Background: an optimization exercise with open tools, aiming at small area. Do not read the settings as production practice.
RTL that was checked went through simulation tests only; none was proved equivalent to the original.
Power is estimated from default activity; no workload was simulated.

==> flow/design.v (excerpt) <==
module requant (
	clk,
	ce,
	rst,
	data_in,
	sync_in,
	gain,
	data_out,
	sync_out,
	addr,
	ovfl
);
==> flow/config.mk <==
export PLATFORM = sky130hd
export DESIGN_NAME = requant
export DESIGN_NICKNAME = requant
export VERILOG_FILES = /design/flow/design.v
export SDC_FILE = /design/flow/constraint.sdc
export NUM_CORES = 4
export LEC_CHECK = 0
export CAP_MARGIN = 20
export CORE_MARGIN = 2
export CORE_UTILIZATION = 40
export SLEW_MARGIN = 20
export SYNTH_HIERARCHICAL = 1
export SYNTH_MINIMUM_KEEP_SIZE = 0
==> flow/constraint.sdc <==
create_clock -name core_clock -period 7.0 [get_ports {clk}]
set_input_delay 1.4000 -clock core_clock [delete_from_list [all_inputs] [get_ports {clk}]]
set_output_delay 1.4000 -clock core_clock [all_outputs]
set_load 0.01 [all_outputs]
standard.sh (not shown) runs the stock make flow with config.mk's settings and CLKGATE_MAP_FILE= SYNTH_SCRIPT=/design/flow/synth_recipe.tcl, a recipe that flattens the netlist after the stock synthesis.
==> flow/flow/run.sh <==
#!/bin/bash
# Standard ORFS layout, with plain buf_1 cells as the port buffers.
set -euo pipefail
bash standard.sh "BUFFER_PORTS_ARGS=-buffer_cell sky130_fd_sc_hd__buf_1" finish > make_finish.log 2>&1
The starting point completed without violations.
==> next run, changes <==
- ABC_AREA: unset -> 1
- GPL_TIMING_DRIVEN: unset -> 0
Result: Cell area grows by 3.2%; flip-flop and latch count stays the same; clock power is about the same; cell count goes up by 14%; worst hold slack loses 3.1 ps; core utilization is about the same.
==> next run, changes <==
- ABC_AREA: 1 -> unset
- CTS_BUF_LIST: unset -> sky130_fd_sc_hd__clkbuf_8
Outcome: Hold slack is better by 7.5 ps. Via count went down by 8.5%. Worst setup slack is worse by 120 ps. Die area went down by about 3%. Total power went down by about 9%. Utilization went down by 0.56 points.
Function was not checked in any run of this note: the RTL went through the layout flow alone.


requant, a different RTL version from the one above (not shown whole).
Size in the first run: roughly 930 cells after synthesis, about 11000 µm² of cells after synthesis.
// requant
module requant (
	clk,
	ce,
	rst,
	data_in,
	sync_in,
	gain,
	data_out,
	sync_out,
	addr,
	ovfl
);
	input wire clk;
	input wire ce;
	input wire rst;
	input wire [35:0] data_in;
	input wire sync_in;
	input wire [10:0] gain;
	output wire [15:0] data_out;
	output wire sync_out;
	output reg [10:0] addr;
	output wire ovfl;
	wire [10:0] g = gain;
	wire [10:0] gn = ~gain;
	wire [10:0] o2, o4, o8, gor;
	assign o2 = {g[10:1] | g[9:0], g[0]};
	assign o4 = {o2[10:2] | o2[8:0], o2[1:0]};
	assign o8 = {o4[10:4] | o4[6:0], o4[3:0]};
	assign gor = {o8[10:8] | o8[2:0], o8[7:0]};
	wire gnz = gor[10];
	wire [10:0] gm1 = g ^ ~{gor[9:0], 1'b0};           
	wire re_s = data_in[35];
	wire [16:0] re_an = ~(data_in[34:18] ^ {17{re_s}});    
	wire [16:0] re_a = ~re_an;
	wire [10:0] re_c = gm1 & {11{re_s & gnz}};
	wire [16:0] re_po;    
	assign re_po[16] = re_a[16];
	assign re_po[15] = re_po[16] | re_a[15];
	assign re_po[14] = re_po[15] | re_a[14];
	assign re_po[13] = re_po[14] | re_a[13];
	assign re_po[12] = re_po[13] | re_a[12];
  ...
Settings: LEC_CHECK=0, CAP_MARGIN=0, CORE_MARGIN=2, CORE_UTILIZATION=65, GPL_TIMING_DRIVEN=0, PLACE_DENSITY=0.75, SLEW_MARGIN=0, SYNTH_HIERARCHICAL=1, SYNTH_MINIMUM_KEEP_SIZE=0; clock period 7.0 ns.
==> flow/flow/run.sh <==
#!/bin/bash
# Standard ORFS layout, with plain buf_1 cells as the port buffers and a clock
# tree of clkbuf_8 cells without dummy loads.
set -euo pipefail
bash standard.sh "BUFFER_PORTS_ARGS=-buffer_cell sky130_fd_sc_hd__buf_1" \
  "CTS_ARGS=-sink_clustering_enable -repair_clock_nets -buf_list sky130_fd_sc_hd__clkbuf_8 -dont_use_dummy_load" \
  finish > make_finish.log 2>&1
Rerun with:
==> flow/flow/run.sh (replaced) <==
#!/bin/bash
# Standard ORFS layout, with plain buf_1 cells as the port buffers and, after
# floorplanning, synthesis's sized-up combinational cells reset to drive 1
# (flow/downsize.tcl); later repair steps size up where needed.
set -euo pipefail
bash standard.sh "BUFFER_PORTS_ARGS=-buffer_cell sky130_fd_sc_hd__buf_1" \
  "POST_FLOORPLAN_TCL=$PWD/flow/downsize.tcl" finish > make_finish.log 2>&1
==> flow/flow/downsize.tcl (new file) <==
# After floorplanning: put every combinational cell that synthesis sized up
# back to the smallest drive strength of the same function; the later
# repair steps size up again wherever timing, slew or load need it.
# Registers keep the cell type synthesis gave them.
set block [ord::get_db_block]
set n 0
foreach inst [$block getInsts] {
  set master [[$inst getMaster] getName]
  if { ![regexp {^(sky130_fd_sc_hd__[a-z0-9]+)_([0-9]+)$} $master -> base drive] } { continue }
  if { [regexp {__(df|edf|sdf|dl|sedf|tap|fill|decap|conb|clkbuf|clkinv|clkdly|dlygate|dlymetal)} $base] } { continue }
  foreach d {0 1 2} {
    if { $d >= $drive } { break }
    set cand [get_lib_cells -quiet ${base}_$d]
    if { [llength $cand] > 0 && [lsearch $::env(DONT_USE_CELLS) ${base}_$d] < 0 } {
      replace_cell [$inst getName] [get_name [lindex $cand 0]]
      incr n
      break
    }
  }
}
puts "downsize.tcl: resized $n instances"
Settings changed: CTS_BUF_LIST from default to sky130_fd_sc_hd__clkbuf_8.
Outcome: The new run produced a clean layout; sequential share of layout area went down by 0.11 points; synthesized area stays the same; clock-buffer cell count does not change; worst hold slack is about the same; non-clock buffer count climbs by 2; wire length drops by 1.6%; register-to-register slack hardly moves.
Rerun with:
==> flow/flow/run.sh (replaced) <==
#!/bin/bash
# Standard ORFS layout, with plain buf_1 cells as the port buffers.
set -euo pipefail
bash standard.sh "BUFFER_PORTS_ARGS=-buffer_cell sky130_fd_sc_hd__buf_1" finish > make_finish.log 2>&1
Settings changed: ABC_AREA from default to 1, CAP_MARGIN 0 to 20, SLEW_MARGIN 0 to 20.
removed: flow/flow/downsize.tcl
The new run finished with timing, DRC and antenna clean; worst setup slack is worse by 0.034 ns; die area rises by 2.7%; final cell count grows by 12%; total power came out higher by 2.3%; wire length rose by 4.1%; core utilization came out lower by 0.50 points; global-route usage goes up by 0.76 points; final area goes up by 2.9%; sequential share of layout area is lower by 0.66 points.
Rerun with:
Settings changed: ABC_AREA 1 to default, ABC_CLOCK_PERIOD_IN_PS from default to 20000.
=> The new run ran to the end with no violations. Final area fell by 1.9%. Clock skew is higher by 0.0042 ns. Wire length fell by 1.4%. Utilization climbs by 1.2 points. Global-route usage rose by 0.33 points. Worst setup slack improved by 0.11 ns. Power stays flat. Via count is lower by 6.4%. Area after synthesis drops by 2.7%.


== run A ==
Starting RTL as in the previous note.
Settings: LEC_CHECK=0, CAP_MARGIN=20, CORE_MARGIN=2, CORE_UTILIZATION=65, CTS_BUF_LIST=sky130_fd_sc_hd__clkbuf_4 sky130_fd_sc_hd__clkbuf_8, GPL_TIMING_DRIVEN=0, PLACE_DENSITY=0.75, SLEW_MARGIN=20, SYNTH_HIERARCHICAL=1, SYNTH_MINIMUM_KEEP_SIZE=0; clock period 7.0 ns.
==> flow/flow/run.sh <==
#!/bin/bash
# Standard ORFS layout, with plain buf_1 cells as the port buffers.
set -euo pipefail
bash standard.sh "BUFFER_PORTS_ARGS=-buffer_cell sky130_fd_sc_hd__buf_1" finish > make_finish.log 2>&1
Run A completed every stage of the flow, and the final layout passed the timing, DRC and antenna checks.
Setup changes, run A to run B
--- a/flow/config.mk
+++ b/flow/config.mk
@@ -8 +8 @@
-export CAP_MARGIN = 20
+export CAP_MARGIN = 0
@@ -11 +11 @@
-export CTS_BUF_LIST = sky130_fd_sc_hd__clkbuf_4 sky130_fd_sc_hd__clkbuf_8
+export CTS_BUF_LIST = sky130_fd_sc_hd__clkbuf_8
@@ -14 +14 @@
-export SLEW_MARGIN = 20
+export SLEW_MARGIN = 0
--- outcome ---
In run B, the count of clock buffers in the final design came out 2 below the value in run A. Detailed-routed wire length on met2 for run B: about 1.1% down relative to run A. Run A → run B: power share of the combinational group decreased 0.5 points, number of non-clock buffers in the layout decreased 4.3%, number of remaining DRC errors neither gained nor lost much, total number of vias lower. Compared with run A, run B shows a detailed-route wire length that is 320 um lower. Run B ends up with a power share of the clock group that is 0.5 points higher than in run A.
The inputs of run C differ from those of run B as listed below.
==> flow/flow/run.sh <==
#!/bin/bash
# Standard ORFS layout, with plain buf_1 cells as the port buffers and
# power recovery (downsizing of gates off the critical paths) after global routing.
set -euo pipefail
bash standard.sh "BUFFER_PORTS_ARGS=-buffer_cell sky130_fd_sc_hd__buf_1" RECOVER_POWER=100 finish > make_finish.log 2>&1
--- a/flow/config.mk
+++ b/flow/config.mk
@@ -8 +8 @@
-export CAP_MARGIN = 0
+export CAP_MARGIN = 20
@@ -14 +14 @@
-export SLEW_MARGIN = 0
+export SLEW_MARGIN = 20
Findings:
- Total instance count after detailed placement delta (run C -> run B): insignificant
- The higher final instance area of run B and run C is in run C.
- Portion of the layout cell area used by non-clock buffers (higher): run C
- Run C finished every stage; the final checks, however, were not passed, the failures being capacitance limit, slew limit.
- Setup slack: run C more than run B
- The power of run C and that of run B are within noise of each other.
- Summary of run C over run B: via count now larger; non-clock buffer count now larger; synthesis-to-finish area growth now larger; total wire length now larger; register fraction of the total cell area comparable.


Setup of tundra:
Starting RTL as in the previous note.
clock: 7.0 ns
lec_check: 0
cap_margin: 0
core_margin: 2
core_utilization: 65
gpl_timing_driven: 0
place_density: 0.75
slew_margin: 0
synth_hierarchical: 1
synth_minimum_keep_size: 0
==> flow/flow/run.sh <==
#!/bin/bash
# Standard ORFS layout, with plain buf_1 cells as the port buffers and a clock
# tree of clkbuf_8 cells without dummy loads; synthesis buffers are removed at floorplanning.
set -euo pipefail
bash standard.sh "BUFFER_PORTS_ARGS=-buffer_cell sky130_fd_sc_hd__buf_1" \
  "CTS_ARGS=-sink_clustering_enable -repair_clock_nets -buf_list sky130_fd_sc_hd__clkbuf_8 -dont_use_dummy_load" \
  REMOVE_ABC_BUFFERS=1 finish > make_finish.log 2>&1
tundra went all the way through the flow, and no timing, DRC or antenna check failed.
Input-level comparison between indigo and tundra:
==> flow/flow/run.sh <==
#!/bin/bash
# Standard ORFS layout, with plain buf_1 cells as the port buffers and a clock
# tree of clkbuf_8 cells without dummy loads.
set -euo pipefail
bash standard.sh "BUFFER_PORTS_ARGS=-buffer_cell sky130_fd_sc_hd__buf_1" \
  "CTS_ARGS=-sink_clustering_enable -repair_clock_nets -buf_list sky130_fd_sc_hd__clkbuf_8 -dont_use_dummy_load -sink_clustering_size 24 -sink_clustering_max_diameter 120" \
  finish > make_finish.log 2>&1
## What came out
indigo: done, clean on timing, DRC and antenna. indigo vs tundra, instance count: indigo higher. NOTE: routed length on met3 in indigo exceeds that of tundra. Compared with tundra, indigo shows post-detailed-route wirelength per cell that has gone up slightly. [compare] base=tundra new=indigo: met2 track utilization from global routing rose by 0.96 points, worst hold slack stayed essentially flat, final non-filler cell area moved up, number of vias in the routed layout +0.35%, first-pass detailed-route iteration total went up.

==> re-timing with driven ports <==
The flow's constraints put no driver on any port. The routed layouts listed below were extracted and timed again, unchanged, in two steps.
Step 1 assumes that a clkbuf_16 drives the clock port and a buf_2 every other input.
Step 2 also shifts input and output timing later by t, the mid clock arrival at the registers, as if the neighbouring blocks saw the same clock.
Slacks: ideal / step 1 / step 2; pairs: ideal / step 1.
run | t, ns | slack for setup (ns) | latest minus earliest clock arrival (ns)
the first run of note 1 | 0.386 | 0.402 / 0.422 / 0.036 | 0.014 / 0.014
the second run of note 1 | 0.368 | 0.253 / 0.271 / -0.097 | 0.014 / 0.014
the third run of note 1 | 0.398 | 0.137 / 0.144 / -0.254 | 0.014 / 0.014
the first run of note 2 | 0.362 | 0.309 / 0.295 / -0.068 | 0.024 / 0.025
the second run of note 2 | 0.378 | 0.270 / 0.284 / -0.094 | 0.013 / 0.013
the third run of note 2 | 0.374 | 0.237 / 0.245 / -0.129 | 0.014 / 0.014
the fourth run of note 2 | 0.384 | 0.347 / 0.361 / -0.022 | 0.016 / 0.015
run A | 0.382 | 0.354 / 0.367 / -0.015 | 0.016 / 0.016
run B | 0.383 | 0.314 / 0.326 / -0.057 | 0.016 / 0.016
run C | 0.382 | 0.352 / 0.365 / -0.017 | 0.016 / 0.015
tundra | 0.375 | 0.343 / 0.353 / -0.022 | 0.021 / 0.020
indigo | 0.362 | 0.309 / 0.295 / -0.068 | 0.024 / 0.025
For the third run of note 1, which loses most, drivers alone change the setup slack by +0.007 ns; drivers and shift together by -0.391 ns.
